This is an optimization exercise on Yosys and OpenROAD, whose aim is small area and few clock cycles per item, not a production implementation. Function was checked by simulation only, so behaviour that the tests miss may differ from the original. Power figures rest on the tool's default switching activity, not on a simulated workload. The clock port is modelled as an ideal driver; clocking choices that lean on that would not hold on a real chip.

AL:
==> flow/design.v <==
module FIFO (
    input         clk,
    input         we,
    input  [3:0]  waddr,
    input  [15:0] wdata,
    input  [15:0] rsel,
    output [15:0] rdata
);
    reg [15:0] mem [15:0];
    always @(posedge clk) begin
        if (we)
            mem[waddr] <= wdata;
    end
    reg [15:0] r;
    integer i;
    always @(*) begin
        r = 16'd0;
        for (i = 0; i < 16; i = i + 1)
            r = r | (mem[i] & {16{rsel[i]}});
    end
    assign rdata = r;
endmodule
module cdc_sync (
    input   clk_dest,  
    input   rst_dest,  
    input   signal_in, 
    output  signal_out 
);
    reg s1_sync_reg ;
    reg s2_sync_reg ;
    always @(posedge clk_dest or posedge rst_dest) begin
        if (rst_dest) begin
            s1_sync_reg <= 1'b0;
            s2_sync_reg <= 1'b0;
        end
        else begin
            s1_sync_reg <= signal_in;
            s2_sync_reg <= s1_sync_reg;
        end
    end
    assign signal_out = s2_sync_reg;
endmodule
`timescale 1ns / 1ps
module transmitter (
    input          clk_tx,
    input          rst_tx,
    input   [15:0] data_in,
    input          wr_en,
    output         fifo_full,
    output  [15:0] parallel_data_out,
    output         parallel_valid_out,
    input          parallel_ready_in
);
    reg  [3:0] wr_ptr;         
    reg [15:0] rd_sel;         
    reg  [4:0] count;          
    reg        not_empty;      
    reg        ready_seen;     
    wire ready_sync;
    cdc_sync sync_ready (
        .clk_dest   (clk_tx),
        .rst_dest   (rst_tx),
        .signal_in  (parallel_ready_in),
        .signal_out (ready_sync)
    );
    wire sent = ready_sync && !ready_seen && not_empty;
    assign fifo_full          = count[4] && !sent;
    assign parallel_valid_out = not_empty && !ready_sync;
    wire write = wr_en && !fifo_full;
    wire [4:0] count_next = count + {4'd0, write} - {4'd0, sent};
    FIFO fifo (
        .clk   (clk_tx),
        .we    (write),
        .waddr (wr_ptr),
        .wdata (data_in),
        .rsel  (rd_sel),
        .rdata (parallel_data_out)
    );
    always @(posedge clk_tx or posedge rst_tx) begin
        if (rst_tx) begin
            wr_ptr     <= 4'd0;
            rd_sel     <= 16'd1;
            count      <= 5'd0;
            not_empty  <= 1'b0;
            ready_seen <= 1'b0;
        end else begin
            wr_ptr     <= wr_ptr + {3'd0, write};
            if (sent)
                rd_sel <= {rd_sel[14:0], rd_sel[15]};
            count      <= count_next;
            not_empty  <= (count_next != 5'd0);
            ready_seen <= ready_sync;
        end
    end
endmodule
`timescale 1ns / 1ps
module Receiver (
    input  wire        clk_rx,
    input  wire        rst_rx,
    output wire [15:0] data_out,
    input  wire        rd_en,
    output wire        fifo_empty,
    input  wire [15:0] parallel_data_in,
    input  wire        parallel_valid_in,
    output wire        parallel_ready_out
);
    reg  [3:0] wr_ptr;      
    reg [15:0] rd_sel;      
    reg  [4:0] count;       
    reg        taking;      
    reg        armed;       
    wire valid_sync;
    cdc_sync sync_valid (
        .clk_dest   (clk_rx),
        .rst_dest   (rst_rx),
        .signal_in  (parallel_valid_in),
        .signal_out (valid_sync)
    );
    wire full         = count[4];
    assign fifo_empty = (count == 5'd0);
    assign parallel_ready_out = valid_sync && armed;
    wire load  = !taking && !full && !parallel_ready_out;
    wire take  = !taking && parallel_ready_out;
    wire read  = rd_en && !fifo_empty;
    wire taking_next = taking ? valid_sync : take;
    FIFO fifo (
        .clk   (clk_rx),
        .we    (load),
        .waddr (wr_ptr),
        .wdata (parallel_data_in),
        .rsel  (rd_sel),
        .rdata (data_out)
    );
    always @(posedge clk_rx or posedge rst_rx) begin
        if (rst_rx) begin
            wr_ptr <= 4'd0;
            rd_sel <= 16'h8000;
            count  <= 5'd0;
            taking <= 1'b0;
            armed  <= 1'b0;
        end else begin
            wr_ptr <= wr_ptr + {3'd0, take};
            if (read)
                rd_sel <= {rd_sel[14:0], rd_sel[15]};
            count  <= count + {4'd0, take} - {4'd0, read};
            taking <= taking_next;
            armed  <= taking_next || load;
        end
    end
endmodule
`timescale 1ns / 1ps
module link_node (
    input  wire        clk,
    input  wire        rst,
    input  wire [15:0] tx_data_in,
    input  wire        tx_wr_en,
    output wire        tx_fifo_full,
    output wire [15:0] tx_parallel_data_out,
    output wire        tx_parallel_valid_out,
    input  wire        tx_parallel_ready_in,
    output wire [15:0] rx_data_out,
    input  wire        rx_rd_en,
    output wire        rx_fifo_empty,
    input  wire [15:0] rx_parallel_data_in,
    input  wire        rx_parallel_valid_in,
    output wire        rx_parallel_ready_out
);
    transmitter u_tx (
        .clk_tx             (clk),
        .rst_tx             (rst),
        .data_in            (tx_data_in),
        .wr_en              (tx_wr_en),
        .fifo_full          (tx_fifo_full),
        .parallel_data_out  (tx_parallel_data_out),
        .parallel_valid_out (tx_parallel_valid_out),
        .parallel_ready_in  (tx_parallel_ready_in)
    );
    Receiver u_rx (
        .clk_rx             (clk),
        .rst_rx             (rst),
        .data_out           (rx_data_out),
        .rd_en              (rx_rd_en),
        .fifo_empty         (rx_fifo_empty),
        .parallel_data_in   (rx_parallel_data_in),
        .parallel_valid_in  (rx_parallel_valid_in),
        .parallel_ready_out (rx_parallel_ready_out)
    );
endmodule
export LEC_CHECK = 0
export CAP_MARGIN = 20
export CORE_MARGIN = 2
export CORE_UTILIZATION = 65
export PLACE_DENSITY = 0.75
export SLEW_MARGIN = 20
create_clock -name core_clock -period 10.0 [get_ports {clk}]
standard.sh (not shown) runs the stock make flow with config.mk's settings and CLKGATE_MAP_FILE= SYNTH_SCRIPT=/design/flow/synth_recipe.tcl, a recipe that flattens the netlist after the stock synthesis.
==> flow/flow/run.sh <==
#!/bin/bash
# Own layout flow: the standard ORFS flow (standard.sh, standard synthesis
# unchanged) with two changes made through ORFS's own variables:
#  - BUFFER_PORTS_ARGS: each input and output port still gets its own buffer,
#    as in the standard flow, but a sky130_fd_sc_hd__buf_1;
#  - CTS_ARGS: clock tree synthesis as ORFS runs it, but without dummy loads
#    and with larger sink clusters driven by clkbuf_8/clkbuf_16.
# make's full output goes to flow_make.log in the work folder; ORFS's per-step
# logs are under orfs/logs.
set -euo pipefail
cd "$(dirname "$0")/.."
export BUFFER_PORTS_ARGS="-buffer_cell sky130_fd_sc_hd__buf_1"
export CTS_ARGS="-sink_clustering_enable -repair_clock_nets -dont_use_dummy_load -buf_list {sky130_fd_sc_hd__clkbuf_8 sky130_fd_sc_hd__clkbuf_16} -sink_clustering_size 30 -sink_clustering_max_diameter 120"
bash standard.sh finish > flow_make.log 2>&1
Testbench counts of AL, summed over its fixed seeds: cycles 4,080, items 1,024.
#### Input delta (PW over AL)
--- a/flow/design.v
+++ b/flow/design.v
@@ -120,5 +120,5 @@
     assign fifo_empty = (count == 5'd0);
     assign parallel_ready_out = valid_sync && armed;
-    wire load  = !taking && !full && !parallel_ready_out;
+    wire load  = !taking && !full && valid_sync && !armed;
     wire take  = !taking && parallel_ready_out;
     wire read  = rd_en && !fifo_empty;
--- outcome ---
Delta (PW minus AL): die area flat; via count of the first global-routing pass shows an increase of 373; overall power of the completed layout down about 2%; fraction of power consumed by the clock network up 0.3 points. Taking AL as the reference, in PW post-synthesis cell type count higher, power of the clock network ~0 delta, share of the core filled with cells in the final layout stayed essentially flat, period utilization -0.32 points, slew at the pin closest to its max-slew limit went down 9.9 ps. Summary — relative slew slack, PW relative to AL: higher, by 0.58 points. Looking at PW and AL, the post-route cell area is a wash. Diff AL -> PW | final cell count | increase of about 0.5%.
Testbench counts of PW, summed over its fixed seeds: cycles 4,584, items 1,024.

-- what the ideal ports hide --
The results above use ideal ports. As a check the final layouts listed here were re-extracted and re-timed, cells and wires unchanged. Step 1 (the two cells are an assumption about what drives the block):
set clk [get_ports {clk}]
set_driving_cell -lib_cell sky130_fd_sc_hd__clkbuf_16 $clk
set_driving_cell -lib_cell sky130_fd_sc_hd__buf_2 [delete_from_list [all_inputs] $clk]
Step 2 adds t to the input delays and takes it off the output delays; t is the mean of the earliest and latest rising clock arrival at the registers after step 1. Input paths then give back, and output paths get back, about the clock's delay inside the block. Slacks: ideal / step 1 / step 2; pairs: ideal / step 1.
| run | shift t [ns] | setup slack, ns | hold slack, ns | worst setup path at the end | worst register clock-pin slew, ns |
|---|---|---|---|---|---|
| AL | 0.598 | 5.536 / 5.487 / 5.761 | 0.348 / 0.348 / 0.348 | input to register | 0.11 / 0.11 |
| PW | 0.603 | 5.568 / 5.513 / 5.689 | 0.361 / 0.361 / 0.361 | input to register | 0.11 / 0.11 |
After both steps every run listed still meets setup and hold.
